Context: an optimization exercise on an open-source flow, tuned for small area, a short achievable clock period and few clock cycles per item. The choices shown serve that exercise and are no tape-out recipe. Only simulation tests tie the RTL to the original design; equivalence was not proved. No activity file was given, so power comes from the tool's default toggle rates.

v53:
==> flow/design.v (excerpt) <==
module multiply_32 #(parameter N=32) (clk, reset, enable, multiplier, multiplicand, ready, product_upper, product_lower);
export LEC_CHECK = 0
export CAP_MARGIN = 20
export CORE_MARGIN = 2
export CORE_UTILIZATION = 50
export CTS_BUF_LIST = sky130_fd_sc_hd__clkbuf_4 sky130_fd_sc_hd__clkbuf_8
export PLACE_DENSITY = 0.65
export SLEW_MARGIN = 20
export SYNTH_HIERARCHICAL = 1
export SYNTH_MINIMUM_KEEP_SIZE = 0
create_clock -name core_clock -period 14.0 [get_ports {clk}]
standard.sh (not shown) runs the stock make flow with config.mk's settings and CLKGATE_MAP_FILE= SYNTH_SCRIPT=/design/flow/synth_recipe.tcl, a recipe that flattens the netlist after the stock synthesis.
==> flow/flow/run.sh <==
#!/bin/bash
set -e
export BUFFER_PORTS_ARGS="-buffer_cell sky130_fd_sc_hd__buf_2"
export SKIP_BUFFER_REMOVAL=1
export SETUP_SLACK_MARGIN=7.5
bash standard.sh > standard.log 2>&1
The flow did not stop early for v53: all stages ran, and the layout cleared the timing, design-rule and antenna checks.
Testbench counts of v53, summed over its fixed seeds: cycles 2,400, items 2,400.
diff inputs: v53 => v3
Settings: CORE_UTILIZATION: 50 -> 60; PLACE_DENSITY: 0.65 -> 0.7; CTS_BUF_LIST: sky130_fd_sc_hd__clkbuf_4 sky130_fd_sc_hd__clkbuf_8 -> sky130_fd_sc_hd__clkbuf_8 sky130_fd_sc_hd__clkbuf_16.
diff --git a/flow/flow/run.sh b/flow/flow/run.sh
--- a/flow/flow/run.sh
+++ b/flow/flow/run.sh
@@ -5 +5 @@
-export SETUP_SLACK_MARGIN=7.5
+export SETUP_SLACK_MARGIN=7.8
Results
v3 ends up with a initial antenna violation count that is 3 higher than in v53.
Going from v53 to v3, the later-pin clock latency in the skew report was found to have gone down by 0.08 ns.
Relative contribution of the clock network to total power on v3 is up relative to v53.
Layout-stage area growth over the synthesis result, v3 and v53: smaller value in v53
v3 vs v53: critical path depth up
Taking v53 as the reference point, the final non-filler cell total of v3 falls by about 1.2%.
Run comparison: v53 critical path's slowest cell fa_1; v3 critical path's slowest cell fa_2
Comparing final non-filler cell area for v3 and v53, the smaller number came from v53.
v3 reports its endpoint of the most critical setup path as r[73] while v53 reports r[76].
Higher global-route total usage across every layer goes to v3 over v53.
Number of antenna diodes, v3 and v53: smaller value in v53
Going from v53 to v3, the die boundary height was found to have gone down by about 9%.
#### Input delta (v25 over v3)
Settings: changing CTS_BUF_LIST from sky130_fd_sc_hd__clkbuf_8 sky130_fd_sc_hd__clkbuf_16 to sky130_fd_sc_hd__clkbuf_4 sky130_fd_sc_hd__clkbuf_8; changing CAP_MARGIN from 20 to 0; changing SLEW_MARGIN from 20 to 0.
diff --git a/flow/flow/run.sh b/flow/flow/run.sh
--- a/flow/flow/run.sh
+++ b/flow/flow/run.sh
@@ -5 +5 @@
-export SETUP_SLACK_MARGIN=7.8
+export SETUP_SLACK_MARGIN=7.5
### Flow results
In the metrics for v25 and v3, the one carrying the lower stage delay of the slowest cell on the critical path is v3.
Comparing the two runs side by side, v25 comes out behind v3 on final critical delay including setup and external delays.
Non-clock inverter total of the final layout came out exactly the same in v25 and v3.
[compare] base=v3 new=v25: critical path depth lower; overall global routing resource usage shrank by 7.9 points; power saw a decrease; wire length of the first global-routing pass lower; sequential fraction of the synthesis area flat.
Relative to v3, internal power component has gone down in v25.
Run comparison: v3 origin of the worst setup path multiplier[22]; v25 origin of the worst setup path multiplier[9]
v25 vs. v3: critical path required time moved up, count of cells resized by post-cts repair moved down.

---

## job 1303
multiply_32 again, from the RTL that the note above started with.
Design multiply_32, start of the top module:
module multiply_32 #(parameter N=32) (clk, reset, enable, multiplier, multiplicand, ready, product_upper, product_lower);
Settings: LEC_CHECK=0, CAP_MARGIN=20, CORE_MARGIN=2, CORE_UTILIZATION=40, SLEW_MARGIN=20, SYNTH_HIERARCHICAL=1, SYNTH_MINIMUM_KEEP_SIZE=0; clock period 14.0 ns.
==> flow/flow/run.sh <==
#!/bin/bash
set -e
export BUFFER_PORTS_ARGS="-buffer_cell sky130_fd_sc_hd__buf_2"
export SKIP_BUFFER_REMOVAL=1
export SETUP_SLACK_MARGIN=7.5
bash standard.sh > standard.log 2>&1
Having completed the whole flow, job 1303 delivered a layout that passed the timing, design-rule and antenna checks.
Testbench counts of job 1303, summed over its fixed seeds: cycles 2,400, items 2,400.
#### Input delta (job 7617 over job 1303)
==> flow/flow/run.sh <==
#!/bin/bash
set -e
export DONT_BUFFER_PORTS=1
export PRE_GLOBAL_PLACE_TCL=$PWD/flow/io_buffers.tcl
bash standard.sh > standard.log 2>&1
==> flow/flow/io_buffers.tcl (new file) <==
buffer_ports -inputs -buffer_cell sky130_fd_sc_hd__buf_6
buffer_ports -outputs -buffer_cell sky130_fd_sc_hd__buf_2
Buffer depth of the longest clock path delta (job 7617 -> job 1303): insignificant. Job 7617 vs job 1303 — power dropped about 2.7%. Job 7617 against job 1303: fraction of power spent switching nets +2.9 points; sequential share of power +0.5 points; layout buffer count excluding clock buffers -223; maximum number of pins on one net before global-route repair +about 90%. Sort job 7617 and job 1303 by via count of the first global-routing pass desc -> top: job 1303. Row first-pass GRT wire length: job 7617 lower / job 1303 higher. No run among job 7617 and job 1303 stopped early or left any final violation; all are clean. Of job 7617 and job 1303, the higher worst path buffer plus inverter count belongs to job 1303. Job 7617 — final-layout worst hold slack 0.078 ns higher, job 1303 as reference.
Input-level comparison between job 407 and job 7617:
Settings: PLACE_DENSITY: unset -> 0.7; CORE_UTILIZATION: 40 -> 60; CTS_BUF_LIST: unset -> sky130_fd_sc_hd__clkbuf_4 sky130_fd_sc_hd__clkbuf_8.
==> flow/flow/run.sh <==
#!/bin/bash
set -e
export BUFFER_PORTS_ARGS="-buffer_cell sky130_fd_sc_hd__buf_2"
export SKIP_BUFFER_REMOVAL=1
export SETUP_SLACK_MARGIN=7.3
bash standard.sh > standard.log 2>&1
removed: flow/flow/io_buffers.tcl
==> notes.md <==
In the metrics for job 7617 and job 407, the one carrying the lower leakage power is job 7617.
Job 407 ended up with a lower relative area of clock buffers and inverters in the final design than job 7617 did.
Comparing job 7617 and job 407, the higher number of antenna violations at the first check in global routing was measured on job 7617.
Sequential share of layout area down 0.20 points in job 407 wrt job 7617
[job 407 vs job 7617] total of cells resized after clock tree synthesis: higher in job 407
The higher power consumption came out of job 7617.
Against job 7617, job 407 comes in 0.11 ns higher on clock latency reported for the late side of the worst-skew pair.
Re routed wire length: job 7617 and job 407 aren't equal, and the higher value belongs to job 7617.
Final critical-path share of the clock period: job 407 vs job 7617 down 2.3 points
Master of the slowest instance on the critical path = fa_1: job 407; master of the slowest instance on the critical path = nor2_1: job 7617
Length of routed met2 wiring ended up about 2% lower on job 407 than on job 7617.
Here is what was changed in the inputs of job 9527 compared with job 407.
-- flow/flow/run.sh --
<<< job 407, line 5
export SETUP_SLACK_MARGIN=7.3
>>> job 9527, line 5
export SETUP_SLACK_MARGIN=7.5
--- outcome ---
Job 9527 ends up with lower share of total power in combinational logic than job 407 does.
Job 407 → job 9527: number of clock buffer instances in the layout lower, global-route track usage on met2 fell 1.7 points, fmax increased about 2.6%, final cycle utilization of the critical path went down by 1.2 points.
Total power in job 9527 is about 1.2% lower than in job 407
Re setup TNS: no difference whatsoever between job 9527 and job 407.

---

multiply_32 again, from the RTL that the note above started with.
## multiply_32
module multiply_32 #(parameter N=32) (clk, reset, enable, multiplier, multiplicand, ready, product_upper, product_lower);
   input clk;
   input reset;
   input enable;
   input [N-1:0] multiplier;
   input [N-1:0] multiplicand;
   output reg ready;
   output [N-1:0] product_upper;
   output [N-1:0] product_lower;
   wire [31:0] a = multiplicand;
   wire [31:0] b = multiplier;
   wire pp_0_0 = ~(b[0] & a[0]);
   wire pp_0_1 = ~(b[0] & a[1]);
   wire pp_0_2 = ~(b[0] & a[2]);
   wire pp_0_3 = ~(b[0] & a[3]);
   wire pp_0_4 = ~(b[0] & a[4]);
   wire pp_0_5 = ~(b[0] & a[5]);
   wire pp_0_6 = ~(b[0] & a[6]);
   wire pp_0_7 = ~(b[0] & a[7]);
   wire pp_0_8 = ~(b[0] & a[8]);
   wire pp_0_9 = ~(b[0] & a[9]);
   wire pp_0_10 = ~(b[0] & a[10]);
   wire pp_0_11 = ~(b[0] & a[11]);
   wire pp_0_12 = ~(b[0] & a[12]);
   wire pp_0_13 = ~(b[0] & a[13]);
   wire pp_0_14 = ~(b[0] & a[14]);
   wire pp_0_15 = ~(b[0] & a[15]);
   wire pp_0_16 = ~(b[0] & a[16]);
   wire pp_0_17 = ~(b[0] & a[17]);
   wire pp_0_18 = ~(b[0] & a[18]);
   wire pp_0_19 = ~(b[0] & a[19]);
   wire pp_0_20 = ~(b[0] & a[20]);
   wire pp_0_21 = ~(b[0] & a[21]);
   wire pp_0_22 = ~(b[0] & a[22]);
   wire pp_0_23 = ~(b[0] & a[23]);
   wire pp_0_24 = ~(b[0] & a[24]);
   wire pp_0_25 = ~(b[0] & a[25]);
   wire pp_0_26 = ~(b[0] & a[26]);
   wire pp_0_27 = ~(b[0] & a[27]);
   wire pp_0_28 = ~(b[0] & a[28]);
   wire pp_0_29 = ~(b[0] & a[29]);
   wire pp_0_30 = ~(b[0] & a[30]);
   wire pp_0_31 = ~(b[0] & a[31]);
   wire pp_1_0 = ~(b[1] & a[0]);
   wire pp_1_1 = ~(b[1] & a[1]);
   wire pp_1_2 = ~(b[1] & a[2]);
  ...
clock: 14.0 ns
lec_check: 0
cap_margin: 20
core_margin: 2
core_utilization: 40
slew_margin: 20
synth_hierarchical: 1
synth_minimum_keep_size: 0
==> flow/flow/run.sh <==
#!/bin/bash
set -e
export BUFFER_PORTS_ARGS="-buffer_cell sky130_fd_sc_hd__buf_2"
export SKIP_BUFFER_REMOVAL=1
export SETUP_SLACK_MARGIN=8.5
bash standard.sh > standard.log 2>&1
Testbench counts at the start, summed over its fixed seeds: cycles 2,400, items 2,400.
Then changed:
==> flow/flow/run.sh (replaced) <==
#!/bin/bash
set -e
export BUFFER_PORTS_ARGS="-buffer_cell sky130_fd_sc_hd__buf_2"
export SKIP_BUFFER_REMOVAL=1
export SETUP_SLACK_MARGIN=7.5
bash standard.sh > standard.log 2>&1
Settings changed: CORE_UTILIZATION 40 to 60, CTS_BUF_LIST set to sky130_fd_sc_hd__clkbuf_4 sky130_fd_sc_hd__clkbuf_8, GPL_TIMING_DRIVEN set to 0, PLACE_DENSITY set to 0.7.
Final area is lower by about 22%.
Sequential power is lower by about 4%.
Clock-buffer cell count is unchanged.
Register-to-register slack hardly moves.

[separate check: timing with driven ports]
Ports are ideal in the flow. The routed layouts listed here were re-timed in OpenROAD. Step 1 sets driving cells, clkbuf_16 on the clock port and buf_2 on the other inputs (assumed; they add their load-dependent delay and slew). Step 2 adds t to the input delays and takes it off the output delays; t is the mean of the earliest and latest rising clock arrival at the registers after step 1. Input paths then give back, and output paths get back, about the clock's delay inside the block. Slacks: ideal / step 1 / step 2; pairs: ideal / step 1.
| run | t (ns) | setup slack, ns | worst hold slack (ns) | clock arrival spread, ns | slew at the worst register clock pin (ns) | slew violations | capacitance violations |
|---|---|---|---|---|---|---|---|
| v53 | 0.627 | 7.396 / 7.385 / 6.758 | 0.491 / 0.491 / 0.491 | 0.032 / 0.032 | 0.11 / 0.11 | 0 / 0 | 0 / 0 |
| v3 | 0.561 | 7.535 / 7.381 / 6.820 | 0.485 / 0.485 / 0.485 | 0.027 / 0.026 | 0.07 / 0.07 | 0 / 0 | 0 / 0 |
| v25 | 0.619 | 7.477 / 7.475 / 6.856 | 0.482 / 0.482 / 0.482 | 0.028 / 0.029 | 0.10 / 0.10 | 0 / 0 | 0 / 0 |
| job 1303 | 0.549 | 7.532 / 7.524 / 6.975 | 0.477 / 0.477 / 0.477 | 0.016 / 0.016 | 0.07 / 0.07 | 0 / 0 | 0 / 0 |
| job 7617 | 0.502 | 6.992 / 6.768 / 6.267 | 0.555 / 0.555 / 0.555 | 0.016 / 0.017 | 0.07 / 0.07 | 0 / 124 | 0 / 1 |
| job 407 | 0.605 | 7.307 / 7.328 / 6.723 | 0.484 / 0.484 / 0.484 | 0.026 / 0.027 | 0.10 / 0.10 | 0 / 0 | 0 / 0 |
| job 9527 | 0.619 | 7.477 / 7.475 / 6.856 | 0.482 / 0.482 / 0.482 | 0.028 / 0.029 | 0.10 / 0.10 | 0 / 0 | 0 / 0 |
| the first run of note 3 | 0.522 | 7.425 / 7.290 / 6.768 | 0.480 / 0.480 / 0.480 | 0.020 / 0.020 | 0.08 / 0.08 | 0 / 0 | 0 / 0 |
| the second run of note 3 | 0.610 | 7.467 / 7.458 / 6.886 | 0.484 / 0.484 / 0.484 | 0.034 / 0.034 | 0.10 / 0.10 | 0 / 0 | 0 / 0 |
After both steps every run listed still meets setup and hold. With drivers on, slew violations rise in job 7617. With drivers on, capacitance violations rise in job 7617. For job 7617, which loses most, drivers alone change the setup slack by -0.224 ns; drivers and shift together by -0.725 ns.
